Context: an optimization exercise on an open-source flow, tuned for small area and a short achievable clock period. The choices shown serve that exercise and are no tape-out recipe. RTL that was checked went through simulation tests only; none was proved equivalent to the original. Function not checked in runs 1 and 3: the RTL went through the layout flow alone. No activity file was given, so power comes from the tool's default toggle rates.

<file path="design/flow/design.v">
module sparc_exu_alu
(
   alu_byp_rd_data_e, exu_ifu_brpc_e, exu_lsu_ldst_va_e,
   exu_lsu_early_va_e, exu_mmu_early_va_e, alu_ecl_add_n64_e,
   alu_ecl_add_n32_e, alu_ecl_log_n64_e, alu_ecl_log_n32_e,
   alu_ecl_zhigh_e, alu_ecl_zlow_e, exu_ifu_regz_e,
   alu_ecl_adderin2_63_e, alu_ecl_adderin2_31_e,
   alu_ecl_adder_out_63_e, alu_ecl_cout32_e, alu_ecl_cout64_e_l,
   alu_ecl_mem_addr_invalid_e_l,
   cen, rclk, byp_alu_rs1_data_e, byp_alu_rs2_data_e_l,
   byp_alu_rs3_data_e, byp_alu_rcc_data_e, ecl_alu_cin_e,
   ifu_exu_invert_d, ecl_alu_log_sel_and_e, ecl_alu_log_sel_or_e,
   ecl_alu_log_sel_xor_e, ecl_alu_log_sel_move_e,
   ecl_alu_out_sel_sum_e_l, ecl_alu_out_sel_rs3_e_l,
   ecl_alu_out_sel_shift_e_l, ecl_alu_out_sel_logic_e_l,
   shft_alu_shift_out_e, ecl_alu_sethi_inst_e, ifu_lsu_casa_e
   );
   input cen;
   input rclk;
   input [63:0] byp_alu_rs1_data_e;
   input [63:0] byp_alu_rs2_data_e_l;
   input [63:0] byp_alu_rs3_data_e;
   input [63:0] byp_alu_rcc_data_e;
   input        ecl_alu_cin_e;
   input        ifu_exu_invert_d;
   input        ecl_alu_log_sel_and_e;
   input        ecl_alu_log_sel_or_e;
   input        ecl_alu_log_sel_xor_e;
   input        ecl_alu_log_sel_move_e;
   input        ecl_alu_out_sel_sum_e_l;
   input        ecl_alu_out_sel_rs3_e_l;
   input        ecl_alu_out_sel_shift_e_l;
   input        ecl_alu_out_sel_logic_e_l;
   input [63:0] shft_alu_shift_out_e;
   input        ecl_alu_sethi_inst_e;
   input        ifu_lsu_casa_e;
   output [63:0] alu_byp_rd_data_e;
   output [47:0] exu_ifu_brpc_e;
   output [47:0] exu_lsu_ldst_va_e;
   output [10:3] exu_lsu_early_va_e;
   output [7:0]  exu_mmu_early_va_e;
   output        alu_ecl_add_n64_e;
   output        alu_ecl_add_n32_e;
   output        alu_ecl_log_n64_e;
   output        alu_ecl_log_n32_e;
   output        alu_ecl_zhigh_e;
   output        alu_ecl_zlow_e;
   output        exu_ifu_regz_e;
   output        alu_ecl_adderin2_63_e;
   output        alu_ecl_adderin2_31_e;
   output        alu_ecl_adder_out_63_e;
   output        alu_ecl_cout32_e;
   output        alu_ecl_cout64_e_l;
   output        alu_ecl_mem_addr_invalid_e_l;
   wire [63:0] a = byp_alu_rs1_data_e;
   wire [63:0] rs2 = ~byp_alu_rs2_data_e_l;
   wire        cin = ecl_alu_cin_e;
   reg invert_e;
   always @(posedge rclk) invert_e <= ifu_exu_invert_d;
   wire [63:0] b;
   alu_bx bx (.rs2_l(byp_alu_rs2_data_e_l), .inv(invert_e), .b(b));
   wire [63:0] p, gn, tn;
   alu_pgen pgen (.a(a), .b(b), .p(p));
   alu_gt gtgen (.a(a), .b(b), .gn(gn), .tn(tn));
   wire [63:0] g = ~gn, t = ~tn;
   wire [64:0] c;
   alu_carry carry (.gn(gn), .tn(tn), .cin(cin), .c(c));
   wire [63:0] sum;
   alu_sum sumx (.p(p), .c(c[63:0]), .s(sum));
   reg [63:0] sum_q;
   always @(posedge rclk) if (cen) sum_q <= sum;
   wire [63:0] lgn;
   alu_logic logic_blk (.gn(gn), .p(p), .rs2(rs2), .sel_and(ecl_alu_log_sel_and_e),
                        .sel_or(ecl_alu_log_sel_or_e), .sel_xor(ecl_alu_log_sel_xor_e),
                        .sel_mov(ecl_alu_log_sel_move_e), .sethi(ecl_alu_sethi_inst_e),
                        .lgn(lgn));
   wire [63:0] lg = ~lgn;
   alu_outmux outmux (.sum_q(sum_q), .rs3(byp_alu_rs3_data_e), .sh(shft_alu_shift_out_e),
                      .lgn(lgn), .sel_sum(~ecl_alu_out_sel_sum_e_l),
                      .sel_rs3(~ecl_alu_out_sel_rs3_e_l),
                      .sel_sh(~ecl_alu_out_sel_shift_e_l),
                      .sel_lg_l(ecl_alu_out_sel_logic_e_l), .rd(alu_byp_rd_data_e));
   wire spr_zlo, spr_zhi, lg_zlo, lg_zhi;
   alu_sprz sprz (.p(p), .tn(tn), .cin(cin), .zlo(spr_zlo), .zhi(spr_zhi));
   alu_o64 lgz (.x(lgn), .olo(lg_zlo), .ohi(lg_zhi));
   assign alu_ecl_zlow_e  = ecl_alu_out_sel_sum_e_l ? lg_zlo : spr_zlo;
   assign alu_ecl_zhigh_e = ecl_alu_out_sel_sum_e_l ? lg_zhi : spr_zhi;
   alu_va va (.a(a), .sum_q(sum_q), .casa(ifu_lsu_casa_e), .ncasa(~ifu_lsu_casa_e),
              .va(exu_lsu_ldst_va_e),
              .ok_l(alu_ecl_mem_addr_invalid_e_l));
   alu_z64 rccz (.x(byp_alu_rcc_data_e), .zlo(), .zhi(), .z(exu_ifu_regz_e));
   assign exu_ifu_brpc_e = sum_q[47:0];
   assign exu_lsu_early_va_e = sum_q[10:3];
   assign exu_mmu_early_va_e = sum_q[7:0];
   assign alu_ecl_add_n64_e = sum_q[63];
   assign alu_ecl_adder_out_63_e = sum_q[63];
   assign alu_ecl_add_n32_e = sum_q[31];
   assign alu_ecl_log_n64_e = lg[63];
   assign alu_ecl_log_n32_e = lg[31];
   assign alu_ecl_adderin2_63_e = b[63];
   assign alu_ecl_adderin2_31_e = b[31];
   assign alu_ecl_cout32_e = c[32];
   assign alu_ecl_cout64_e_l = ~c[64];
endmodule
module alu_bx (rs2_l, inv, b);
   input [63:0] rs2_l;
   input inv;
   output [63:0] b;
   assign b = ~rs2_l ^ {64{inv}};
endmodule
module alu_pgen (a, b, p);
   input [63:0] a, b;
   output [63:0] p;
   assign p = a ^ b;
endmodule
module alu_gt (a, b, gn, tn);
   input [63:0] a, b;
   output [63:0] gn, tn;
   assign gn = ~(a & b);
   assign tn = ~(a | b);
endmodule
module alu_sum (p, c, s);
   input [63:0] p, c;
   output [63:0] s;
   assign s = p ^ c;
endmodule
module alu_logic (gn, p, rs2, sel_and, sel_or, sel_xor, sel_mov, sethi, lgn);
   input [63:0] gn, p, rs2;
   wire [63:0] g = ~gn;
   input sel_and, sel_or, sel_xor, sel_mov, sethi;
   output [63:0] lgn;
   wire s_g = sel_and | sel_or;
   wire s_p = sel_or | sel_xor;
   wire s_mlo = sel_mov;
   wire s_mhi = sel_mov & ~sethi;
   assign lgn = ~((g & {64{s_g}}) | (p & {64{s_p}}) |
                  (rs2 & {{32{s_mhi}}, {32{s_mlo}}}));
endmodule
module alu_outmux (sum_q, rs3, sh, lgn, sel_sum, sel_rs3, sel_sh, sel_lg_l, rd);
   input [63:0] sum_q, rs3, sh, lgn;
   input sel_sum, sel_rs3, sel_sh, sel_lg_l;
   output [63:0] rd;
   wire [63:0] y0n = ~((sum_q & {64{sel_sum}}) | (rs3 & {64{sel_rs3}}));
   wire [63:0] y1n = ~((~lgn & ~{64{sel_lg_l}}) | (sh & {64{sel_sh}}));
   assign rd = ~(y0n & y1n);
endmodule
module alu_sprz (p, tn, cin, zlo, zhi);
   input [63:0] p, tn;
   input cin;
   output zlo, zhi;
   wire [63:0] spr = p ^ {~tn[62:0], cin};
   assign zlo = ~(|spr[31:0]);
   assign zhi = ~(|spr[63:32]);
endmodule
module alu_z64 (x, zlo, zhi, z);
   input [63:0] x;
   output zlo, zhi, z;
   assign zlo = ~(|x[31:0]);
   assign zhi = ~(|x[63:32]);
   assign z = ~(|x);
endmodule
module alu_o64 (x, olo, ohi);
   input [63:0] x;
   output olo, ohi;
   assign olo = &x[31:0];
   assign ohi = &x[63:32];
endmodule
module alu_va (a, sum_q, casa, ncasa, va, ok_l);
   input [63:0] a, sum_q;
   input casa, ncasa;    
   output [47:0] va;
   output ok_l;
   assign va = (a[47:0] & {48{casa}}) | (sum_q[47:0] & {48{ncasa}});
   wire a_ok = (&a[63:47]) | ~(|a[63:47]);
   wire s_ok = (&sum_q[63:47]) | ~(|sum_q[63:47]);
   assign ok_l = (casa & a_ok) | (ncasa & s_ok);
endmodule
module alu_carry (gn, tn, cin, c);
   input [63:0] gn, tn;
   wire [63:0] g = ~gn, t = ~tn;
   input cin;
   output [64:0] c;    
   wire bg0_0 = g[0];
   wire bt0_0 = t[0];
   wire bg0_1 = g[1];
   wire bt0_1 = t[1];
   wire bg0_2 = g[2];
   wire bt0_2 = t[2];
   wire bg0_3 = g[3];
   wire bt0_3 = t[3];
   wire bg0_4 = g[4];
   wire bt0_4 = t[4];
   wire bg0_5 = g[5];
   wire bt0_5 = t[5];
   wire bg0_6 = g[6];
   wire bt0_6 = t[6];
   wire bg0_7 = g[7];
   wire bt0_7 = t[7];
   wire bg0_8 = g[8];
   wire bt0_8 = t[8];
   wire bg0_9 = g[9];
   wire bt0_9 = t[9];
   wire bg0_10 = g[10];
   wire bt0_10 = t[10];
   wire bg0_11 = g[11];
   wire bt0_11 = t[11];
   wire bg0_12 = g[12];
   wire bt0_12 = t[12];
   wire bg0_13 = g[13];
   wire bt0_13 = t[13];
   wire bg0_14 = g[14];
   wire bt0_14 = t[14];
   wire bg0_15 = g[15];
   wire bt0_15 = t[15];
   wire bg0_16 = g[16];
   wire bt0_16 = t[16];
   wire bg0_17 = g[17];
   wire bt0_17 = t[17];
   wire bg0_18 = g[18];
   wire bt0_18 = t[18];
   wire bg0_19 = g[19];
   wire bt0_19 = t[19];
   wire bg0_20 = g[20];
   wire bt0_20 = t[20];
   wire bg0_21 = g[21];
   wire bt0_21 = t[21];
   wire bg0_22 = g[22];
   wire bt0_22 = t[22];
   wire bg0_23 = g[23];
   wire bt0_23 = t[23];
   wire bg0_24 = g[24];
   wire bt0_24 = t[24];
   wire bg0_25 = g[25];
   wire bt0_25 = t[25];
   wire bg0_26 = g[26];
   wire bt0_26 = t[26];
   wire bg0_27 = g[27];
   wire bt0_27 = t[27];
   wire bg0_28 = g[28];
   wire bt0_28 = t[28];
   wire bg0_29 = g[29];
   wire bt0_29 = t[29];
   wire bg0_30 = g[30];
   wire bt0_30 = t[30];
   wire bg0_31 = g[31];
   wire bt0_31 = t[31];
   wire bg0_32 = g[32];
   wire bt0_32 = t[32];
   wire bg0_33 = g[33];
   wire bt0_33 = t[33];
   wire bg0_34 = g[34];
   wire bt0_34 = t[34];
   wire bg0_35 = g[35];
   wire bt0_35 = t[35];
   wire bg0_36 = g[36];
   wire bt0_36 = t[36];
   wire bg0_37 = g[37];
   wire bt0_37 = t[37];
   wire bg0_38 = g[38];
   wire bt0_38 = t[38];
   wire bg0_39 = g[39];
   wire bt0_39 = t[39];
   wire bg0_40 = g[40];
   wire bt0_40 = t[40];
   wire bg0_41 = g[41];
   wire bt0_41 = t[41];
   wire bg0_42 = g[42];
   wire bt0_42 = t[42];
   wire bg0_43 = g[43];
   wire bt0_43 = t[43];
   wire bg0_44 = g[44];
   wire bt0_44 = t[44];
   wire bg0_45 = g[45];
   wire bt0_45 = t[45];
   wire bg0_46 = g[46];
   wire bt0_46 = t[46];
   wire bg0_47 = g[47];
   wire bt0_47 = t[47];
   wire bg0_48 = g[48];
   wire bt0_48 = t[48];
   wire bg0_49 = g[49];
   wire bt0_49 = t[49];
   wire bg0_50 = g[50];
   wire bt0_50 = t[50];
   wire bg0_51 = g[51];
   wire bt0_51 = t[51];
   wire bg0_52 = g[52];
   wire bt0_52 = t[52];
   wire bg0_53 = g[53];
   wire bt0_53 = t[53];
   wire bg0_54 = g[54];
   wire bt0_54 = t[54];
   wire bg0_55 = g[55];
   wire bt0_55 = t[55];
   wire bg0_56 = g[56];
   wire bt0_56 = t[56];
   wire bg0_57 = g[57];
   wire bt0_57 = t[57];
   wire bg0_58 = g[58];
   wire bt0_58 = t[58];
   wire bg0_59 = g[59];
   wire bt0_59 = t[59];
   wire bg0_60 = g[60];
   wire bt0_60 = t[60];
   wire bg0_61 = g[61];
   wire bt0_61 = t[61];
   wire bg0_62 = g[62];
   wire bt0_62 = t[62];
   wire bg0_63 = g[63];
   wire bt0_63 = t[63];
   wire bg1_1 = bg0_1 | (bt0_1 & bg0_0);
   wire bt1_1 = bt0_1 & bt0_0;
   wire bg1_3 = bg0_3 | (bt0_3 & bg0_2);
   wire bt1_3 = bt0_3 & bt0_2;
   wire bg1_5 = bg0_5 | (bt0_5 & bg0_4);
   wire bt1_5 = bt0_5 & bt0_4;
   wire bg1_7 = bg0_7 | (bt0_7 & bg0_6);
   wire bt1_7 = bt0_7 & bt0_6;
   wire bg1_9 = bg0_9 | (bt0_9 & bg0_8);
   wire bt1_9 = bt0_9 & bt0_8;
   wire bg1_11 = bg0_11 | (bt0_11 & bg0_10);
   wire bt1_11 = bt0_11 & bt0_10;
   wire bg1_13 = bg0_13 | (bt0_13 & bg0_12);
   wire bt1_13 = bt0_13 & bt0_12;
   wire bg1_15 = bg0_15 | (bt0_15 & bg0_14);
   wire bt1_15 = bt0_15 & bt0_14;
   wire bg1_17 = bg0_17 | (bt0_17 & bg0_16);
   wire bt1_17 = bt0_17 & bt0_16;
   wire bg1_19 = bg0_19 | (bt0_19 & bg0_18);
   wire bt1_19 = bt0_19 & bt0_18;
   wire bg1_21 = bg0_21 | (bt0_21 & bg0_20);
   wire bt1_21 = bt0_21 & bt0_20;
   wire bg1_23 = bg0_23 | (bt0_23 & bg0_22);
   wire bt1_23 = bt0_23 & bt0_22;
   wire bg1_25 = bg0_25 | (bt0_25 & bg0_24);
   wire bt1_25 = bt0_25 & bt0_24;
   wire bg1_27 = bg0_27 | (bt0_27 & bg0_26);
   wire bt1_27 = bt0_27 & bt0_26;
   wire bg1_29 = bg0_29 | (bt0_29 & bg0_28);
   wire bt1_29 = bt0_29 & bt0_28;
   wire bg1_31 = bg0_31 | (bt0_31 & bg0_30);
   wire bt1_31 = bt0_31 & bt0_30;
   wire bg1_33 = bg0_33 | (bt0_33 & bg0_32);
   wire bt1_33 = bt0_33 & bt0_32;
   wire bg1_35 = bg0_35 | (bt0_35 & bg0_34);
   wire bt1_35 = bt0_35 & bt0_34;
   wire bg1_37 = bg0_37 | (bt0_37 & bg0_36);
   wire bt1_37 = bt0_37 & bt0_36;
   wire bg1_39 = bg0_39 | (bt0_39 & bg0_38);
   wire bt1_39 = bt0_39 & bt0_38;
   wire bg1_41 = bg0_41 | (bt0_41 & bg0_40);
   wire bt1_41 = bt0_41 & bt0_40;
   wire bg1_43 = bg0_43 | (bt0_43 & bg0_42);
   wire bt1_43 = bt0_43 & bt0_42;
   wire bg1_45 = bg0_45 | (bt0_45 & bg0_44);
   wire bt1_45 = bt0_45 & bt0_44;
   wire bg1_47 = bg0_47 | (bt0_47 & bg0_46);
   wire bt1_47 = bt0_47 & bt0_46;
   wire bg1_49 = bg0_49 | (bt0_49 & bg0_48);
   wire bt1_49 = bt0_49 & bt0_48;
   wire bg1_51 = bg0_51 | (bt0_51 & bg0_50);
   wire bt1_51 = bt0_51 & bt0_50;
   wire bg1_53 = bg0_53 | (bt0_53 & bg0_52);
   wire bt1_53 = bt0_53 & bt0_52;
   wire bg1_55 = bg0_55 | (bt0_55 & bg0_54);
   wire bt1_55 = bt0_55 & bt0_54;
   wire bg1_57 = bg0_57 | (bt0_57 & bg0_56);
   wire bt1_57 = bt0_57 & bt0_56;
   wire bg1_59 = bg0_59 | (bt0_59 & bg0_58);
   wire bt1_59 = bt0_59 & bt0_58;
   wire bg1_61 = bg0_61 | (bt0_61 & bg0_60);
   wire bt1_61 = bt0_61 & bt0_60;
   wire bg1_63 = bg0_63 | (bt0_63 & bg0_62);
   wire bt1_63 = bt0_63 & bt0_62;
   wire bg2_3 = bg1_3 | (bt1_3 & bg1_1);
   wire bt2_3 = bt1_3 & bt1_1;
   wire bg2_7 = bg1_7 | (bt1_7 & bg1_5);
   wire bt2_7 = bt1_7 & bt1_5;
   wire bg2_11 = bg1_11 | (bt1_11 & bg1_9);
   wire bt2_11 = bt1_11 & bt1_9;
   wire bg2_15 = bg1_15 | (bt1_15 & bg1_13);
   wire bt2_15 = bt1_15 & bt1_13;
   wire bg2_19 = bg1_19 | (bt1_19 & bg1_17);
   wire bt2_19 = bt1_19 & bt1_17;
   wire bg2_23 = bg1_23 | (bt1_23 & bg1_21);
   wire bt2_23 = bt1_23 & bt1_21;
   wire bg2_27 = bg1_27 | (bt1_27 & bg1_25);
   wire bt2_27 = bt1_27 & bt1_25;
   wire bg2_31 = bg1_31 | (bt1_31 & bg1_29);
   wire bt2_31 = bt1_31 & bt1_29;
   wire bg2_35 = bg1_35 | (bt1_35 & bg1_33);
   wire bt2_35 = bt1_35 & bt1_33;
   wire bg2_39 = bg1_39 | (bt1_39 & bg1_37);
   wire bt2_39 = bt1_39 & bt1_37;
   wire bg2_43 = bg1_43 | (bt1_43 & bg1_41);
   wire bt2_43 = bt1_43 & bt1_41;
   wire bg2_47 = bg1_47 | (bt1_47 & bg1_45);
   wire bt2_47 = bt1_47 & bt1_45;
   wire bg2_51 = bg1_51 | (bt1_51 & bg1_49);
   wire bt2_51 = bt1_51 & bt1_49;
   wire bg2_55 = bg1_55 | (bt1_55 & bg1_53);
   wire bt2_55 = bt1_55 & bt1_53;
   wire bg2_59 = bg1_59 | (bt1_59 & bg1_57);
   wire bt2_59 = bt1_59 & bt1_57;
   wire bg2_63 = bg1_63 | (bt1_63 & bg1_61);
   wire bt2_63 = bt1_63 & bt1_61;
   wire bg3_7 = bg2_7 | (bt2_7 & bg2_3);
   wire bt3_7 = bt2_7 & bt2_3;
   wire bg3_15 = bg2_15 | (bt2_15 & bg2_11);
   wire bt3_15 = bt2_15 & bt2_11;
   wire bg3_23 = bg2_23 | (bt2_23 & bg2_19);
   wire bt3_23 = bt2_23 & bt2_19;
   wire bg3_31 = bg2_31 | (bt2_31 & bg2_27);
   wire bt3_31 = bt2_31 & bt2_27;
   wire bg3_39 = bg2_39 | (bt2_39 & bg2_35);
   wire bt3_39 = bt2_39 & bt2_35;
   wire bg3_47 = bg2_47 | (bt2_47 & bg2_43);
   wire bt3_47 = bt2_47 & bt2_43;
   wire bg3_55 = bg2_55 | (bt2_55 & bg2_51);
   wire bt3_55 = bt2_55 & bt2_51;
   wire bg3_63 = bg2_63 | (bt2_63 & bg2_59);
   wire bt3_63 = bt2_63 & bt2_59;
   wire bg4_15 = bg3_15 | (bt3_15 & bg3_7);
   wire bt4_15 = bt3_15 & bt3_7;
   wire bg4_31 = bg3_31 | (bt3_31 & bg3_23);
   wire bt4_31 = bt3_31 & bt3_23;
   wire bg4_47 = bg3_47 | (bt3_47 & bg3_39);
   wire bt4_47 = bt3_47 & bt3_39;
   wire bg4_63 = bg3_63 | (bt3_63 & bg3_55);
   wire bt4_63 = bt3_63 & bt3_55;
   wire bg5_31 = bg4_31 | (bt4_31 & bg4_15);
   wire bt5_31 = bt4_31 & bt4_15;
   wire bg5_63 = bg4_63 | (bt4_63 & bg4_47);
   wire bt5_63 = bt4_63 & bt4_47;
   wire bg6_63 = bg5_63 | (bt5_63 & bg5_31);
   wire bt6_63 = bt5_63 & bt5_31;
   wire bg7_47 = bg4_47 | (bt4_47 & bg5_31);
   wire bt7_47 = bt4_47 & bt5_31;
   wire bg8_23 = bg3_23 | (bt3_23 & bg4_15);
   wire bt8_23 = bt3_23 & bt4_15;
   wire bg8_39 = bg3_39 | (bt3_39 & bg5_31);
   wire bt8_39 = bt3_39 & bt5_31;
   wire bg8_55 = bg3_55 | (bt3_55 & bg7_47);
   wire bt8_55 = bt3_55 & bt7_47;
   wire bg9_11 = bg2_11 | (bt2_11 & bg3_7);
   wire bt9_11 = bt2_11 & bt3_7;
   wire bg9_19 = bg2_19 | (bt2_19 & bg4_15);
   wire bt9_19 = bt2_19 & bt4_15;
   wire bg9_27 = bg2_27 | (bt2_27 & bg8_23);
   wire bt9_27 = bt2_27 & bt8_23;
   wire bg9_35 = bg2_35 | (bt2_35 & bg5_31);
   wire bt9_35 = bt2_35 & bt5_31;
   wire bg9_43 = bg2_43 | (bt2_43 & bg8_39);
   wire bt9_43 = bt2_43 & bt8_39;
   wire bg9_51 = bg2_51 | (bt2_51 & bg7_47);
   wire bt9_51 = bt2_51 & bt7_47;
   wire bg9_59 = bg2_59 | (bt2_59 & bg8_55);
   wire bt9_59 = bt2_59 & bt8_55;
   wire bg10_5 = bg1_5 | (bt1_5 & bg2_3);
   wire bt10_5 = bt1_5 & bt2_3;
   wire bg10_9 = bg1_9 | (bt1_9 & bg3_7);
   wire bt10_9 = bt1_9 & bt3_7;
   wire bg10_13 = bg1_13 | (bt1_13 & bg9_11);
   wire bt10_13 = bt1_13 & bt9_11;
   wire bg10_17 = bg1_17 | (bt1_17 & bg4_15);
   wire bt10_17 = bt1_17 & bt4_15;
   wire bg10_21 = bg1_21 | (bt1_21 & bg9_19);
   wire bt10_21 = bt1_21 & bt9_19;
   wire bg10_25 = bg1_25 | (bt1_25 & bg8_23);
   wire bt10_25 = bt1_25 & bt8_23;
   wire bg10_29 = bg1_29 | (bt1_29 & bg9_27);
   wire bt10_29 = bt1_29 & bt9_27;
   wire bg10_33 = bg1_33 | (bt1_33 & bg5_31);
   wire bt10_33 = bt1_33 & bt5_31;
   wire bg10_37 = bg1_37 | (bt1_37 & bg9_35);
   wire bt10_37 = bt1_37 & bt9_35;
   wire bg10_41 = bg1_41 | (bt1_41 & bg8_39);
   wire bt10_41 = bt1_41 & bt8_39;
   wire bg10_45 = bg1_45 | (bt1_45 & bg9_43);
   wire bt10_45 = bt1_45 & bt9_43;
   wire bg10_49 = bg1_49 | (bt1_49 & bg7_47);
   wire bt10_49 = bt1_49 & bt7_47;
   wire bg10_53 = bg1_53 | (bt1_53 & bg9_51);
   wire bt10_53 = bt1_53 & bt9_51;
   wire bg10_57 = bg1_57 | (bt1_57 & bg8_55);
   wire bt10_57 = bt1_57 & bt8_55;
   wire bg10_61 = bg1_61 | (bt1_61 & bg9_59);
   wire bt10_61 = bt1_61 & bt9_59;
   wire bg11_2 = bg0_2 | (bt0_2 & bg1_1);
   wire bt11_2 = bt0_2 & bt1_1;
   wire bg11_4 = bg0_4 | (bt0_4 & bg2_3);
   wire bt11_4 = bt0_4 & bt2_3;
   wire bg11_6 = bg0_6 | (bt0_6 & bg10_5);
   wire bt11_6 = bt0_6 & bt10_5;
   wire bg11_8 = bg0_8 | (bt0_8 & bg3_7);
   wire bt11_8 = bt0_8 & bt3_7;
   wire bg11_10 = bg0_10 | (bt0_10 & bg10_9);
   wire bt11_10 = bt0_10 & bt10_9;
   wire bg11_12 = bg0_12 | (bt0_12 & bg9_11);
   wire bt11_12 = bt0_12 & bt9_11;
   wire bg11_14 = bg0_14 | (bt0_14 & bg10_13);
   wire bt11_14 = bt0_14 & bt10_13;
   wire bg11_16 = bg0_16 | (bt0_16 & bg4_15);
   wire bt11_16 = bt0_16 & bt4_15;
   wire bg11_18 = bg0_18 | (bt0_18 & bg10_17);
   wire bt11_18 = bt0_18 & bt10_17;
   wire bg11_20 = bg0_20 | (bt0_20 & bg9_19);
   wire bt11_20 = bt0_20 & bt9_19;
   wire bg11_22 = bg0_22 | (bt0_22 & bg10_21);
   wire bt11_22 = bt0_22 & bt10_21;
   wire bg11_24 = bg0_24 | (bt0_24 & bg8_23);
   wire bt11_24 = bt0_24 & bt8_23;
   wire bg11_26 = bg0_26 | (bt0_26 & bg10_25);
   wire bt11_26 = bt0_26 & bt10_25;
   wire bg11_28 = bg0_28 | (bt0_28 & bg9_27);
   wire bt11_28 = bt0_28 & bt9_27;
   wire bg11_30 = bg0_30 | (bt0_30 & bg10_29);
   wire bt11_30 = bt0_30 & bt10_29;
   wire bg11_32 = bg0_32 | (bt0_32 & bg5_31);
   wire bt11_32 = bt0_32 & bt5_31;
   wire bg11_34 = bg0_34 | (bt0_34 & bg10_33);
   wire bt11_34 = bt0_34 & bt10_33;
   wire bg11_36 = bg0_36 | (bt0_36 & bg9_35);
   wire bt11_36 = bt0_36 & bt9_35;
   wire bg11_38 = bg0_38 | (bt0_38 & bg10_37);
   wire bt11_38 = bt0_38 & bt10_37;
   wire bg11_40 = bg0_40 | (bt0_40 & bg8_39);
   wire bt11_40 = bt0_40 & bt8_39;
   wire bg11_42 = bg0_42 | (bt0_42 & bg10_41);
   wire bt11_42 = bt0_42 & bt10_41;
   wire bg11_44 = bg0_44 | (bt0_44 & bg9_43);
   wire bt11_44 = bt0_44 & bt9_43;
   wire bg11_46 = bg0_46 | (bt0_46 & bg10_45);
   wire bt11_46 = bt0_46 & bt10_45;
   wire bg11_48 = bg0_48 | (bt0_48 & bg7_47);
   wire bt11_48 = bt0_48 & bt7_47;
   wire bg11_50 = bg0_50 | (bt0_50 & bg10_49);
   wire bt11_50 = bt0_50 & bt10_49;
   wire bg11_52 = bg0_52 | (bt0_52 & bg9_51);
   wire bt11_52 = bt0_52 & bt9_51;
   wire bg11_54 = bg0_54 | (bt0_54 & bg10_53);
   wire bt11_54 = bt0_54 & bt10_53;
   wire bg11_56 = bg0_56 | (bt0_56 & bg8_55);
   wire bt11_56 = bt0_56 & bt8_55;
   wire bg11_58 = bg0_58 | (bt0_58 & bg10_57);
   wire bt11_58 = bt0_58 & bt10_57;
   wire bg11_60 = bg0_60 | (bt0_60 & bg9_59);
   wire bt11_60 = bt0_60 & bt9_59;
   wire bg11_62 = bg0_62 | (bt0_62 & bg10_61);
   wire bt11_62 = bt0_62 & bt10_61;
   assign c[0] = cin;
   assign c[1] = bg0_0 | (bt0_0 & cin);
   assign c[2] = bg1_1 | (bt1_1 & cin);
   assign c[3] = bg11_2 | (bt11_2 & cin);
   assign c[4] = bg2_3 | (bt2_3 & cin);
   assign c[5] = bg11_4 | (bt11_4 & cin);
   assign c[6] = bg10_5 | (bt10_5 & cin);
   assign c[7] = bg11_6 | (bt11_6 & cin);
   assign c[8] = bg3_7 | (bt3_7 & cin);
   assign c[9] = bg11_8 | (bt11_8 & cin);
   assign c[10] = bg10_9 | (bt10_9 & cin);
   assign c[11] = bg11_10 | (bt11_10 & cin);
   assign c[12] = bg9_11 | (bt9_11 & cin);
   assign c[13] = bg11_12 | (bt11_12 & cin);
   assign c[14] = bg10_13 | (bt10_13 & cin);
   assign c[15] = bg11_14 | (bt11_14 & cin);
   assign c[16] = bg4_15 | (bt4_15 & cin);
   assign c[17] = bg11_16 | (bt11_16 & cin);
   assign c[18] = bg10_17 | (bt10_17 & cin);
   assign c[19] = bg11_18 | (bt11_18 & cin);
   assign c[20] = bg9_19 | (bt9_19 & cin);
   assign c[21] = bg11_20 | (bt11_20 & cin);
   assign c[22] = bg10_21 | (bt10_21 & cin);
   assign c[23] = bg11_22 | (bt11_22 & cin);
   assign c[24] = bg8_23 | (bt8_23 & cin);
   assign c[25] = bg11_24 | (bt11_24 & cin);
   assign c[26] = bg10_25 | (bt10_25 & cin);
   assign c[27] = bg11_26 | (bt11_26 & cin);
   assign c[28] = bg9_27 | (bt9_27 & cin);
   assign c[29] = bg11_28 | (bt11_28 & cin);
   assign c[30] = bg10_29 | (bt10_29 & cin);
   assign c[31] = bg11_30 | (bt11_30 & cin);
   assign c[32] = bg5_31 | (bt5_31 & cin);
   assign c[33] = bg11_32 | (bt11_32 & cin);
   assign c[34] = bg10_33 | (bt10_33 & cin);
   assign c[35] = bg11_34 | (bt11_34 & cin);
   assign c[36] = bg9_35 | (bt9_35 & cin);
   assign c[37] = bg11_36 | (bt11_36 & cin);
   assign c[38] = bg10_37 | (bt10_37 & cin);
   assign c[39] = bg11_38 | (bt11_38 & cin);
   assign c[40] = bg8_39 | (bt8_39 & cin);
   assign c[41] = bg11_40 | (bt11_40 & cin);
   assign c[42] = bg10_41 | (bt10_41 & cin);
   assign c[43] = bg11_42 | (bt11_42 & cin);
   assign c[44] = bg9_43 | (bt9_43 & cin);
   assign c[45] = bg11_44 | (bt11_44 & cin);
   assign c[46] = bg10_45 | (bt10_45 & cin);
   assign c[47] = bg11_46 | (bt11_46 & cin);
   assign c[48] = bg7_47 | (bt7_47 & cin);
   assign c[49] = bg11_48 | (bt11_48 & cin);
   assign c[50] = bg10_49 | (bt10_49 & cin);
   assign c[51] = bg11_50 | (bt11_50 & cin);
   assign c[52] = bg9_51 | (bt9_51 & cin);
   assign c[53] = bg11_52 | (bt11_52 & cin);
   assign c[54] = bg10_53 | (bt10_53 & cin);
   assign c[55] = bg11_54 | (bt11_54 & cin);
   assign c[56] = bg8_55 | (bt8_55 & cin);
   assign c[57] = bg11_56 | (bt11_56 & cin);
   assign c[58] = bg10_57 | (bt10_57 & cin);
   assign c[59] = bg11_58 | (bt11_58 & cin);
   assign c[60] = bg9_59 | (bt9_59 & cin);
   assign c[61] = bg11_60 | (bt11_60 & cin);
   assign c[62] = bg10_61 | (bt10_61 & cin);
   assign c[63] = bg11_62 | (bt11_62 & cin);
   assign c[64] = bg6_63 | (bt6_63 & cin);
endmodule
</file>
<file path="design/flow/flow/run.sh">
#!/bin/bash
# The standard layout (standard.sh) with two changes:
#  - the smallest buffer (buf_1) on every port;
#  - synthesis maps with ABC script flow/abc.script (in a copy of ORFS's
#    scripts folder, where it replaces abc_speed.script).
# Extra ORFS settings: 
# Each ORFS step writes its full log under orfs/logs/; make's output goes to
# standard_flow.log.
set -euo pipefail
rm -rf scripts_abc
cp -r "$FLOW_HOME/scripts" scripts_abc
cp flow/abc.script scripts_abc/abc_speed.script
export BUFFER_PORTS_ARGS="-buffer_cell sky130_fd_sc_hd__buf_1"
bash standard.sh SCRIPTS_DIR="$PWD/scripts_abc"  finish > standard_flow.log 2>&1
</file>
<file path="design/flow/flow/abc.script">
&get -n
&st
&syn2
&dch -f
&nf -p -R 10
&put
buffer -c
topo
stime -c
dnsize -c
</file>
<file path="design/flow/standard.sh">
#!/bin/bash
# synth_recipe.tcl (not shown) runs the flow's synth.tcl, then flattens the netlist and writes it again
# the make line also repeats each setting of config.mk as NAME=value (left out here)
make -C /OpenROAD-flow-scripts/flow DESIGN_CONFIG=/design/flow/config.mk WORK_HOME=/design/flow/orfs CLKGATE_MAP_FILE= SYNTH_SCRIPT=/design/flow/synth_recipe.tcl "${@:-finish}"
</file>
<file path="design/flow/config.mk">
export PLATFORM = sky130hd
export DESIGN_NAME = sparc_exu_alu
export DESIGN_NICKNAME = sparc_exu_alu
export VERILOG_FILES = /design/flow/design.v
export SDC_FILE = /design/flow/constraint.sdc
export NUM_CORES = 4
export LEC_CHECK = 0
export CAP_MARGIN = 20
export CORE_MARGIN = 2
export CORE_UTILIZATION = 40
export SETUP_SLACK_MARGIN = 3.2
export SLEW_MARGIN = 20
export SYNTH_HIERARCHICAL = 1
</file>
<file path="design/flow/constraint.sdc">
create_clock -name core_clock -period 9.0 [get_ports {rclk}]
set_input_delay 1.8000 -clock core_clock [delete_from_list [all_inputs] [get_ports {rclk}]]
set_output_delay 1.8000 -clock core_clock [all_outputs]
set_load 0.01 [all_outputs]
</file>
==> results of run 1 <==
-- report_power, final --
part	switching (mW)	internal (mW)
Sequential	0.0829	0.427
Combinational	0.630	0.408
Clock	0.154	0.184
Total	0.867	1.02
-- repair_timing --
item                                    in CTS  in global routing
hold buffers                                 0                  0
endpoints found under the setup margin       3                  4
gates resized for setup                     55                 42
cloned                                       8                  1
pin swaps                                   68                 33
buffers inserted                            58                  9
-- kinds of logic (layout without fill, tap and decap cells) --
| group | count (synthesis) | in the layout |
|---|---|---|
| simple gates | 359 | 363 |
| compound gates | 348 | 348 |
| mux | 2 | 2 |
| flops | 65 | 65 |
| other cells | 0 | 5 |
| xor+xnor | 256 | 256 |
| buf+inv | 297 | 785 |
-- Yosys stat by module (local to each module, per instance), a selection --
module,flops+latches,times used,area (µm²),cells
sparc_exu_alu,65,1,2720,203
alu_outmux,0,1,1380,220
alu_logic,0,1,1010,152
alu_va,0,1,621,85
alu_pgen,0,1,561,64
alu_gt,0,1,480,128
-- cells in the mapped netlist (2+ instances only) --
cell type  number
inv_1         165
nand2_1       153
xor2_1        129
xnor2_1       127
nor2_1         99
buf_4          69
o211ai_1       69
a222oi_1       64
a22oi_1        64
edfxtp_1       64
o21ai_0        56
nor4_1         50
a22o_1         47
nand4_1        34
buf_2          29
a21oi_1        26
clkbuf_1       14
buf_6          10
o21a_1          8
nand2b_1        7
buf_8           6
nand3_1         5
buf_1           4
or4_1           4
a31oi_1         2
and2_2          2
mux2_2          2
o21bai_1        2
o31a_1          2
o31ai_1         2
or2_2           2
-- registers in the layout, indices dropped and copies added, names as in the netlist --
name and cells:
sum_q 64, invert_e 1
-- tightest hold or removal path, cell delays in order, from the launching register on --
cell	delay (ns)
dfxtp_4	0.57
xnor2_2	0.31
xor2_1	0.13
xor2_1	0.13
-- final cells by class --
class / instances / area, µm²
timing repair buffer: 604 / 2770
inverter: 165 / 619
clock buffer: 11 / 233
clock inverter: 5 / 23.8
fill: 2509 / 11600
multi-input combinational: 969 / 6840
tap: 324 / 405
sequential: 65 / 1950
antenna: 5 / 12.5
-- metrics by stage --
stage / instances / area, µm² / power (mW) / setup WS (ns) / hold WS (ns)
2_1_floorplan: 1327 / 10000 / 1.14 / 3.30 / 0.990
3_3_place_gp: 2051 / 11500 / 1.43 / 2.55 / 1.24
3_5_place_dp: 2051 / 11500 / 1.43 / 2.53 / 1.22
4_1_cts: 2133 / 12600 / 1.85 / 3.20 / 1.25
5_1_grt: 2147 / 12800 / 1.98 / 3.07 / 1.34
6_report: 2148 / 12900 / 1.89 / 3.12 / 1.28
-- routing by layer --
| layer | track usage [%] | vias to the layer above |
|---|---|---|
| li1 | - | 5690 |
| met1 | 42.3 | 5914 |
| met2 | 62.0 | 763 |
| met3 | 5.52 | 110 |
| met4 | 15.2 | 4 |
| met5 | 0 | - |
-- worst max-delay path by stage --
stage,to,slack (ns),start,cells after the start
final,alu_ecl_zhigh_e,3.12,ecl_alu_log_sel_or_e,10
after global routing,alu_ecl_cout64_e_l,3.07,byp_alu_rs2_data_e_l[29],14
after CTS,alu_ecl_zlow_e,3.20,ecl_alu_log_sel_and_e,9
after detailed placement,alu_ecl_cout64_e_l,2.53,byp_alu_rs2_data_e_l[17],16
after global placement,alu_ecl_cout64_e_l,2.55,byp_alu_rs2_data_e_l[17],16
after floorplan,alu_ecl_cout64_e_l,3.30,byp_alu_rs2_data_e_l[17],14
==> summary.txt, run 1 <==
status = complete, no violations
vias in the first global route = 11610
Die Height = 162 µm
crit path cell chain = buf_8 -> or2_4 -> buf_6 -> buf_16 -> a222oi_1 -> nand4_1 -> or4_4 -> nor2_4 -> mux2_4 -> buf_6
TritonCTS clock tree = yes
Largest delay share family, worst path = simple AND/OR/NAND/NOR gates
initial antenna violation count = 7
Netlist cell types = 41
remaining routing DRC violations = 0
core box area = 24500 µm²
path depth of the worst reg2reg path = 16
final hold viol count = 0
Max IR drop VDD = 0.0737 mV
CTS buffer count = 9
CTS Root Cell = clkbuf_16
Post-Synthesis Net Count = 1661
FF+latch count, synth = 65
H-tree depth = 3
total length of routed wires = 49.4 mm
Area Overhead vs Synth = 28.4%
Post-synth EDFFs = 64
Synth Area in XOR/XNOR = 22.4%
RSZ-0062 raised after global routing = yes
compound-cell area share of the yosys netlist = 26.3%
Synth Warn # = 7
RD Place Congestion = 0.904
post-layout util = 52.5%
global router's overall resource usage = 35.2%
critical path capture point type = output port
pins over their slew limit = 0
Top Layer Used = met5
wl on met1 = 18.9 mm
multiplexer share of the synthesized area = 0.225%
Routed Antenna Nets = 0
drt via density = 5.81
reg2reg setup slack = 4.85 ns
Hold EP = sum_q[8]
Leakage = 5.23 nW
Mapped Area = 10000 µm²
full die area = 26300 µm²
global route total overflow = 0
DRT Pass-1 Iters = 10
slowest cell delay on critical path = 0.56 ns
area leader, netlist = edfxtp_1
Top-Level Pins = 523
most frequent cells in the layout = buf_1 (511), inv_1 (160), nand2_1 (152)
crit path launch type = primary input
Final #Nets = 2148
Reg clk slew, reported paths = 0.06 ns
Worst Hold Path Cells = 3
post-synthesis adder-cell area fraction = 0%
cell at the slowest stage of the critical path = or4_4
routed wl met3 = 4.11 mm
CP dominant cell by count = buf_6
Max Fclk = 170 MHz
DRT iter0 DRCs = 1515
Slew @ Worst Pin = 1.15 ns
Setup violations, final = 0
clock sinks = 65
first-pass GRT wire length = 69.6 mm
CTS max path bufs = 2
min-delay src = invert_e
Clock Skews = 0.00705 ns
final period utilization = 65.4%
Placement Rows = 57
Async SR Flop Fraction = 0%
area share of the largest cell type after synthesis = 19.2%
initial core utilization = 40.9%
post-synthesis sequential area ratio = 19.4%
critical path class = primary input to output port
largest net degree at the start of global routing = 65
Max-cap violations = 0
met2 wire length = 24.5 mm
reg2reg end = sum_q[39]
main combinational cell family by area after synthesis = compound AO/OA/AOI/OAI gates
Mapped Cells = 1327
Simple-Gate Fraction of Synth Area = 16.2%
Slew headroom = 23.0%
most common cell after layout, fill and taps aside = buf_1
worst path bufs/invs = 4
synth top area cells = edfxtp_1 (19%), xor2_1 (11%), xnor2_1 (11%), a222oi_1 (6.4%), inv_1 (6.2%)
Setup Total Neg Slack = 0 ns
Hold WC Path Type = flop to flop
routed vias = 12481
Worst Path Required = 7.20 ns
drt wl/cell = 23.0 µm
port bufs = 522
Die X = 162 µm
Final Critical Period = 5.88 ns
CP max FO = 8
clock latency on the worst-skew pair = 0.36 ns
hpwl dp = 36.6 mm
Mapped Avg Cell Area = 7.54 µm²
pwr/cell area = 147 nW/µm²
main flop type after synthesis = edfxtp_1
share of cells above drive strength 1 = 9.62%
crit path DAT = 4.08 ns
FF-to-FF Start = invert_e
==> run 2: changes to the inputs <==
--- a/design/flow/design.v
+++ b/design/flow/design.v
@@ -85,8 +85,7 @@
    alu_o64 lgz (.x(lgn), .olo(lg_zlo), .ohi(lg_zhi));
    assign alu_ecl_zlow_e  = ecl_alu_out_sel_sum_e_l ? lg_zlo : spr_zlo;
    assign alu_ecl_zhigh_e = ecl_alu_out_sel_sum_e_l ? lg_zhi : spr_zhi;
-   alu_va va (.a(a), .sum_q(sum_q), .casa(ifu_lsu_casa_e), .ncasa(~ifu_lsu_casa_e),
-              .va(exu_lsu_ldst_va_e),
+   alu_va va (.a(a), .sum_q(sum_q), .casa(ifu_lsu_casa_e), .va(exu_lsu_ldst_va_e),
               .ok_l(alu_ecl_mem_addr_invalid_e_l));
    alu_z64 rccz (.x(byp_alu_rcc_data_e), .zlo(), .zhi(), .z(exu_ifu_regz_e));
    assign exu_ifu_brpc_e = sum_q[47:0];
@@ -165,15 +164,15 @@
    assign olo = &x[31:0];
    assign ohi = &x[63:32];
 endmodule
-module alu_va (a, sum_q, casa, ncasa, va, ok_l);
+module alu_va (a, sum_q, casa, va, ok_l);
    input [63:0] a, sum_q;
-   input casa, ncasa;    
+   input casa;
    output [47:0] va;
    output ok_l;
-   assign va = (a[47:0] & {48{casa}}) | (sum_q[47:0] & {48{ncasa}});
+   assign va = casa ? a[47:0] : sum_q[47:0];
    wire a_ok = (&a[63:47]) | ~(|a[63:47]);
    wire s_ok = (&sum_q[63:47]) | ~(|sum_q[63:47]);
-   assign ok_l = (casa & a_ok) | (ncasa & s_ok);
+   assign ok_l = casa ? a_ok : s_ok;
 endmodule
 module alu_carry (gn, tn, cin, c);
    input [63:0] gn, tn;
==> design/flow/flow/run.sh (replaced) <==
#!/bin/bash
# The standard layout (standard.sh) with these changes:
#  - the smallest buffer (buf_1) on every port;
#  - in a copy of ORFS's scripts folder, synthesis maps the adder's carry
#    network (module alu_carry) with ABC script flow/abc_fast.script and the
#    rest with flow/abc.script (patch_synth.py edits synth.tcl to do so).
# Extra ORFS settings: 
# Each ORFS step writes its full log under orfs/logs/; make's output goes to
# standard_flow.log.
set -euo pipefail
rm -rf scripts_abc
cp -r "$FLOW_HOME/scripts" scripts_abc
cp flow/abc.script scripts_abc/abc_speed.script
cp flow/abc_fast.script scripts_abc/abc_fast.script
python3 flow/patch_synth.py scripts_abc/synth.tcl
export BUFFER_PORTS_ARGS="-buffer_cell sky130_fd_sc_hd__buf_1"
bash standard.sh SCRIPTS_DIR="$PWD/scripts_abc"  finish > standard_flow.log 2>&1
==> design/flow/flow/abc_fast.script (new file) <==
strash
dch
map -B 0.9
topo
stime -c
buffer -c
upsize -c
dnsize -c
==> design/flow/flow/patch_synth.py (new file) <==
"""Patch a copy of ORFS's synth.tcl: map module alu_carry with
abc_fast.script, and the rest of the design with the usual ABC script."""
import sys
p = sys.argv[1]
s = open(p).read()
old = '  log_cmd abc {*}$abc_args\n'
assert s.count(old) == 1, "synth.tcl: abc call not found"
new = '''  set fast_args [lreplace $abc_args 1 1 $::env(SCRIPTS_DIR)/abc_fast.script]
  if {[llength [tee -q -s result.string select -list-mod alu_carry]]} {
    log_cmd abc {*}$fast_args alu_carry
    log_cmd abc {*}$abc_args * alu_carry %d
  } else {
    log_cmd abc {*}$abc_args
  }
'''
open(p, 'w').write(s.replace(old, new))
--- a/design/flow/config.mk
+++ b/design/flow/config.mk
@@ -8,6 +8,6 @@
 export CAP_MARGIN = 20
 export CORE_MARGIN = 2
 export CORE_UTILIZATION = 40
-export SETUP_SLACK_MARGIN = 3.2
+export SETUP_SLACK_MARGIN = 3.0
 export SLEW_MARGIN = 20
 export SYNTH_HIERARCHICAL = 1
==> summary.txt, run 2 <==
Setup violations, final = 0
placed cell count = 2166
fillers = 2734
register area = 1950 µm²
pwr/cell area = 147 nW/µm²
drt wl/cell = 20.0 µm
Final #Nets = 2197
Mapped Cells = 1424
Setup Total Neg Slack = 0 ns
drt via density = 5.45
Netlist cell types = 41
global route total overflow = 0
Max Fclk = 168 MHz
initial antenna violation count = 0
critical path class = primary input to output port
multiplexer share of the synthesized area = 5.34%
Slew headroom = 32.5%
crit path launch type = primary input
multi-input gate area in the final layout = 6940 µm²
Mapped Avg Cell Area = 7.40 µm²
Mapped Area = 10500 µm²
pre-CTS setup slack = 2.82 ns
Async SR Flop Fraction = 0%
full die area = 27700 µm²
Final Critical Period = 5.95 ns
remaining routing DRC violations = 0
Post-synth top cells = nand2_1 (210), inv_1 (198), xor2_1 (129)
final hold viol count = 0
Synth Area in XOR/XNOR = 21.3%
CTS Root Cell = clkbuf_16
TritonCTS clock tree = yes
RD Place Congestion = 0.926
critical path capture point type = output port
Max IR drop VDD = 0.0868 mV
H-tree depth = 3
worst path bufs/invs = 4
main combinational cell family by area after synthesis = XOR/XNOR gates
routed vias = 12017
Most flops, register = sum_q
Leakage = 5.16 nW
CTS Hold Buffers Added = 0
final period utilization = 66.1%
final instance count without filler cells = 2204
Area Overhead vs Synth = 19.6%
most frequent cells in the layout = buf_1 (518), nand2_1 (210), inv_1 (195)
post-synthesis sequential area ratio = 18.4%
combinational power share = 53.6%
CTS buffer count = 9
biggest regs = sum_q x64, invert_e x1
compound-cell area share of the yosys netlist = 19.3%
Post-Synthesis Net Count = 1758
Worst Path Required = 7.20 ns
largest net degree at the start of global routing = 65
post-synthesis adder-cell area fraction = 0%
pins over their slew limit = 0
port bufs = 522
Hold WC Path Type = flop to flop
Switching Share = 45.3%
placed cell area = 12100 µm²
most numerous cell in the Yosys netlist = nand2_1
crit path cell chain = buf_1 -> buf_6 -> nor2b_2 -> buf_6 -> a222oi_1 -> nand4_1 -> or4_4 -> nor2_1 -> mux2_2 -> clkbuf_2
CP dominant cell by count = buf_6
Largest delay share family, worst path = simple AND/OR/NAND/NOR gates
Die X = 166 µm
share of cells above drive strength 1 = 8.46%
Top-Level Pins = 523
switching power total = 0.842 mW
sequential power share = 27.0%
Routed Antenna Nets = 0
Max-cap violations = 0
area share of the largest cell type after synthesis = 18.2%
Design Area, Final = 12600 µm²
FF+latch count, synth = 65
vias in the first global route = 11179
RSZ-0062 raised after global routing = yes
Total Power = 1.86 mW
clock sinks = 65
main flop type after synthesis = edfxtp_1
Die Height = 166 µm
Synth Warn # = 7
DRT Pass-1 Iters = 9
core box area = 26000 µm²
Clock Skews = 0.00703 ns
worst hold margin = 1.26 ns
CTS max path bufs = 2
slack of the critical path = 3.05 ns
most common cell after layout, fill and taps aside = buf_1
total length of routed wires = 44.1 mm
clock latency on the worst-skew pair = 0.35 ns
DRT iter0 DRCs = 1260
cell at the slowest stage of the critical path = or4_4
initial core utilization = 40.6%
hpwl dp = 34.9 mm
Placement Rows = 59
status = complete, no violations
CP max FO = 33
reg2reg setup slack = 5.16 ns
crit path DAT = 4.15 ns
Slew @ Worst Pin = 1.01 ns
P_int = 1.02 mW
slowest cell delay on critical path = 0.55 ns
clock share of power = 19.4%
max reg flops = 64
area leader, netlist = edfxtp_1
post-layout util = 48.5%
first-pass GRT wire length = 64.4 mm
Reg clk slew, reported paths = 0.06 ns
Post-synth EDFFs = 64
global router's overall resource usage = 29.8%
synth top area cells = edfxtp_1 (18%), xor2_1 (11%), xnor2_1 (11%), nand2_1 (7.5%), inv_1 (7.1%)
Simple-Gate Fraction of Synth Area = 19.7%
==> run 2: kinds of logic after synthesis <==
group	count (synthesis)
AND/OR/NAND/NOR	455
buffers and inverters	330
AO/OA/AOI/OAI	268
XOR/XNOR	256
flip-flops	65
multiplexers	50
==> run 2: cell type report <==
| class | instances | area share (%) |
|---|---|---|
| repair buffers | 556 | 18.0 |
| clock buffers | 12 | 1.88 |
| flip-flops and latches | 65 | 15.4 |
| well taps | 335 | 3.32 |
| clock inverters | 4 | 0.347 |
| multi-input cells | 1029 | 55.0 |
| diodes | 1 | 0.0198 |
| inverters | 202 | 6.01 |
==> run 2: worst min-delay path: stages (launching register included) <==
cell     delay, ns
dfxtp_4       0.52
xnor2_1       0.26
nand2_1       0.11
nand2_1       0.07
xor2_1        0.14
==> run 2: routing by layer <==
layer | track usage, % | part of all wire (%) | vias up
li1 | - | - | 5771
met1 | 37.6 | 41 | 5593
met2 | 51.8 | 49 | 574
met3 | 3.81 | 6.7 | 79
met4 | 11.7 | 3.5 | 0
met5 | 0 | 0 | -
==> run 2: final timing paths <==
check,startpoint,depth (start not counted),end
worst max-delay path,ecl_alu_log_sel_move_e,10,alu_ecl_zhigh_e
worst min-delay path,invert_e,4,sum_q[11]
worst max register to register,invert_e,13,sum_q[27]
worst min register to register,invert_e,4,sum_q[11]
==> run 2: per-module statistics from Yosys (local to each module, per instance), a selection <==
module / flip-flops and latches / area (µm²)
alu_pgen: 0 / 561
alu_z64: 0 / 140
sparc_exu_alu: 65 / 2720
alu_outmux: 0 / 1380
alu_sprz: 0 / 693
alu_o64: 0 / 138
alu_sum: 0 / 561
alu_va: 0 / 719
alu_logic: 0 / 1010
alu_gt: 0 / 480
alu_bx: 0 / 662
==> run 2: power by group through the flow <==
| stage | Sequential, mW | Combinational [mW] | Clock (mW) |
|---|---|---|---|
| 6_report | 0.501 | 0.997 | 0.361 |
| 5_1_grt | 0.509 | 1.09 | 0.371 |
| 4_1_cts | 0.500 | 0.981 | 0.365 |
| 3_5_place_dp | 0.506 | 0.965 | 0 |
| 3_3_place_gp | 0.505 | 0.966 | 0 |
| 2_1_floorplan | 0.467 | 0.716 | 0 |
==> run 2: repair_timing <==
| item | 4_1_cts | 5_1_grt |
|---|---|---|
| endpoints found under the hold margin | 0 | 0 |
| gates resized for setup | 2 | 12 |
| endpoints found under the setup margin | 2 | 2 |
| pin swaps | 17 | 10 |
| cloned | 0 | 1 |
| setup buffers | 11 | 9 |
==> run 3: changes to the inputs <==
--- a/design/flow/design.v
+++ b/design/flow/design.v
@@ -82,10 +82,20 @@
                       .sel_lg_l(ecl_alu_out_sel_logic_e_l), .rd(alu_byp_rd_data_e));
    wire spr_zlo, spr_zhi, lg_zlo, lg_zhi;
    alu_sprz sprz (.p(p), .tn(tn), .cin(cin), .zlo(spr_zlo), .zhi(spr_zhi));
-   alu_o64 lgz (.x(lgn), .olo(lg_zlo), .ohi(lg_zhi));
+   wire zg_lo, zg_hi, zt_lo, zt_hi, zp_lo, zp_hi, zm_lo, zm_hi;
+   alu_o64 gz (.x(gn), .olo(zg_lo), .ohi(zg_hi));
+   alu_o64 tz (.x(tn), .olo(zt_lo), .ohi(zt_hi));
+   alu_z64 pz (.x(p), .zlo(zp_lo), .zhi(zp_hi), .z());
+   alu_o64 mz (.x(byp_alu_rs2_data_e_l), .olo(zm_lo), .ohi(zm_hi));
+   assign lg_zlo = (ecl_alu_log_sel_and_e & zg_lo) | (ecl_alu_log_sel_or_e & zt_lo) |
+                   (ecl_alu_log_sel_xor_e & zp_lo) | (ecl_alu_log_sel_move_e & zm_lo);
+   assign lg_zhi = (ecl_alu_log_sel_and_e & zg_hi) | (ecl_alu_log_sel_or_e & zt_hi) |
+                   (ecl_alu_log_sel_xor_e & zp_hi) |
+                   (ecl_alu_log_sel_move_e & (zm_hi | ecl_alu_sethi_inst_e));
    assign alu_ecl_zlow_e  = ecl_alu_out_sel_sum_e_l ? lg_zlo : spr_zlo;
    assign alu_ecl_zhigh_e = ecl_alu_out_sel_sum_e_l ? lg_zhi : spr_zhi;
-   alu_va va (.a(a), .sum_q(sum_q), .casa(ifu_lsu_casa_e), .va(exu_lsu_ldst_va_e),
+   alu_va va (.a(a), .sum_q(sum_q), .casa(ifu_lsu_casa_e), .ncasa(~ifu_lsu_casa_e),
+              .va(exu_lsu_ldst_va_e),
               .ok_l(alu_ecl_mem_addr_invalid_e_l));
    alu_z64 rccz (.x(byp_alu_rcc_data_e), .zlo(), .zhi(), .z(exu_ifu_regz_e));
    assign exu_ifu_brpc_e = sum_q[47:0];
@@ -164,15 +174,15 @@
    assign olo = &x[31:0];
    assign ohi = &x[63:32];
 endmodule
-module alu_va (a, sum_q, casa, va, ok_l);
+module alu_va (a, sum_q, casa, ncasa, va, ok_l);
    input [63:0] a, sum_q;
-   input casa;
+   input casa, ncasa;    
    output [47:0] va;
    output ok_l;
-   assign va = casa ? a[47:0] : sum_q[47:0];
+   assign va = (a[47:0] & {48{casa}}) | (sum_q[47:0] & {48{ncasa}});
    wire a_ok = (&a[63:47]) | ~(|a[63:47]);
    wire s_ok = (&sum_q[63:47]) | ~(|sum_q[63:47]);
-   assign ok_l = casa ? a_ok : s_ok;
+   assign ok_l = (casa & a_ok) | (ncasa & s_ok);
 endmodule
 module alu_carry (gn, tn, cin, c);
    input [63:0] gn, tn;
--- a/design/flow/config.mk
+++ b/design/flow/config.mk
@@ -8,6 +8,6 @@
 export CAP_MARGIN = 20
 export CORE_MARGIN = 2
 export CORE_UTILIZATION = 40
-export SETUP_SLACK_MARGIN = 3.0
+export SETUP_SLACK_MARGIN = 3.3
 export SLEW_MARGIN = 20
 export SYNTH_HIERARCHICAL = 1
==> summary.txt, run 3 <==
hpwl dp = 37.5 mm
port bufs = 522
pwr/cell area = 137 nW/µm²
Mapped Cells = 1503
placed cell area = 12400 µm²
clock latency on the worst-skew pair = 0.34 ns
max reg flops = 64
critical path class = primary input to output port
largest net degree at the start of global routing = 65
Design Area, Final = 14800 µm²
crit path launch type = primary input
most common cell after layout, fill and taps aside = buf_1
post-layout util = 55.1%
TritonCTS clock tree = yes
Total Power = 2.03 mW
Die Height = 169 µm
Setup violations, final = 0
Reg clk slew, reported paths = 0.07 ns
Setup Total Neg Slack = 0 ns
Mapped Area = 10900 µm²
RSZ-0062 raised after global routing = yes
Die X = 169 µm
remaining routing DRC violations = 0
Routed Antenna Nets = 0
vias in the first global route = 12284
Slew @ Worst Pin = 1.11 ns
clock sinks = 65
Placement Rows = 60
final hold viol count = 0
Max IR drop VDD = 0.0869 mV
fillers = 2648
global router's overall resource usage = 31.7%
Post-Synthesis Net Count = 1837
Top-Level Pins = 523
first-pass GRT wire length = 70.3 mm
Hold WC Path Type = flop to flop
total length of routed wires = 49.9 mm
RD Place Congestion = 0.929
initial antenna violation count = 2
CTS buffer count = 9
global route total overflow = 0
Max-cap violations = 0
final instance count without filler cells = 2327
Area Overhead vs Synth = 35.8%
CP max FO = 35
Final Critical Period = 5.69 ns
full die area = 28500 µm²
drt via density = 5.82
Clock Skews = 0.00915 ns
Synth Warn # = 7
most frequent cells in the layout = buf_1 (484), inv_1 (194), nand2_1 (193)
placed cell count = 2244
share of cells above drive strength 1 = 20.0%
core box area = 26800 µm²
H-tree depth = 3
CTS Root Cell = clkbuf_16
final period utilization = 63.2%
drt wl/cell = 21.4 µm
CTS max path bufs = 2
DRT iter0 DRCs = 1619
initial core utilization = 40.6%
routed vias = 13551
critical path capture point type = output port
pins over their slew limit = 0
crit path DAT = 3.89 ns
Worst Path Required = 7.20 ns
status = complete, no violations
Most flops, register = sum_q
Max Fclk = 176 MHz
Slew headroom = 25.8%
Final #Nets = 2313
DRT Pass-1 Iters = 10
Leakage = 6.01 nW
biggest regs = sum_q x64, invert_e x1
Mapped Avg Cell Area = 7.24 µm²
==> run 3: per-stage QoR <==
stage               hold slack [ns]  setup slack, ns
CTS                            1.35             3.22
detailed placement             1.27             3.13
global placement               1.26             3.10
finish                         1.23             3.31
global route                   1.30             3.24
floorplan                      1.02             3.80
==> run 3: worst paths after layout <==
path | cells past startpoint | slack, ns | to | start
setup reg to reg | 21 | 5.32 | sum_q[63] | invert_e
setup / recovery | 6 | 3.31 | alu_byp_rd_data_e[55] | ecl_alu_log_sel_move_e
hold reg to reg | 4 | 1.23 | sum_q[9] | invert_e
hold / removal | 4 | 1.23 | sum_q[9] | invert_e
==> run 3: power by group <==
| part | leakage (nW) | internal, mW | switching (mW) | total, mW |
|---|---|---|---|---|
| registers | 0.635 | 0.427 | 0.0754 | 0.502 |
| logic | 5.24 | 0.449 | 0.717 | 1.17 |
| clock network | 0.134 | 0.214 | 0.149 | 0.363 |
| total | 6.01 | 1.09 | 0.941 | 2.03 |
==> run 3: layout make-up <==
| class | count | area [µm²] | share of cell area (%) |
|---|---|---|---|
| inverter | 205 | 769 | 5.21 |
| sequential | 65 | 1950 | 13.2 |
| clock buffer | 12 | 236 | 1.60 |
| multi-input combinational | 1102 | 8760 | 59.3 |
| timing repair buffer | 596 | 2590 | 17.5 |
| tap | 341 | 427 | 2.89 |
| antenna | 2 | 5.00 | 0.0339 |
| clock inverter | 4 | 46.3 | 0.313 |
==> run 3: repair_timing <==
action / CTS / global route
hold buffers: 0 / 0
cloned: 0 / 1
setup buffers: 1 / 63
pin swaps: 2 / 81
endpoints found under the setup margin: 35 / 12
resized for setup: 53 / 272
==> run 3: routing by layer <==
layer / up-vias / GRT usage, % / share of wire [%] / wire (µm)
met2: 780 / 54.8 / 49 / 24400
li1: 6210 / - / - / -
met1: 6458 / 40.4 / 40 / 20000
met4: 0 / 10.4 / 2.9 / 1470
met3: 103 / 4.84 / 8.1 / 4060
met5: - / 0 / 0 / 0
==> run 3: worst max-delay path, cell delays in order <==
cell and delay (ns):
clkbuf_2 0.67, nor2b_2 0.28, buf_4 0.37, a222oi_1 0.21, o211ai_1 0.32, buf_1 0.20

==> static timing again, ports no longer ideal <==
Ports are ideal in the flow. The routed layouts listed here were re-timed in OpenROAD. Step 1 (the two cells are an assumption about what drives the block):
set clk [get_ports {rclk}]
set_driving_cell -lib_cell sky130_fd_sc_hd__clkbuf_16 $clk
set_driving_cell -lib_cell sky130_fd_sc_hd__buf_2 [delete_from_list [all_inputs] $clk]
Step 2 times the ports against the registers' clock, not the clock port: input delays grow and output delays shrink by t, the midpoint of the rising clock arrivals with the driver on. Three values: no drivers, after step 1, after step 2; two values: the first two.
run	t, ns	slack for setup (ns)	hold WS [ns]	worst setup path at the end
run 1	0.401	3.118 / 3.078 / 3.078	1.281 / 1.281 / 1.281	input to output
run 2	0.389	3.051 / 3.029 / 3.029	1.255 / 1.255 / 1.255	input to output
run 3	0.391	3.308 / 3.251 / 3.251	1.226 / 1.226 / 1.226	input to output
After both steps setup and hold are still met in every run listed. The setup slack of run 3, which loses most, moves by -0.057 ns with the drivers and by -0.057 ns with both steps.
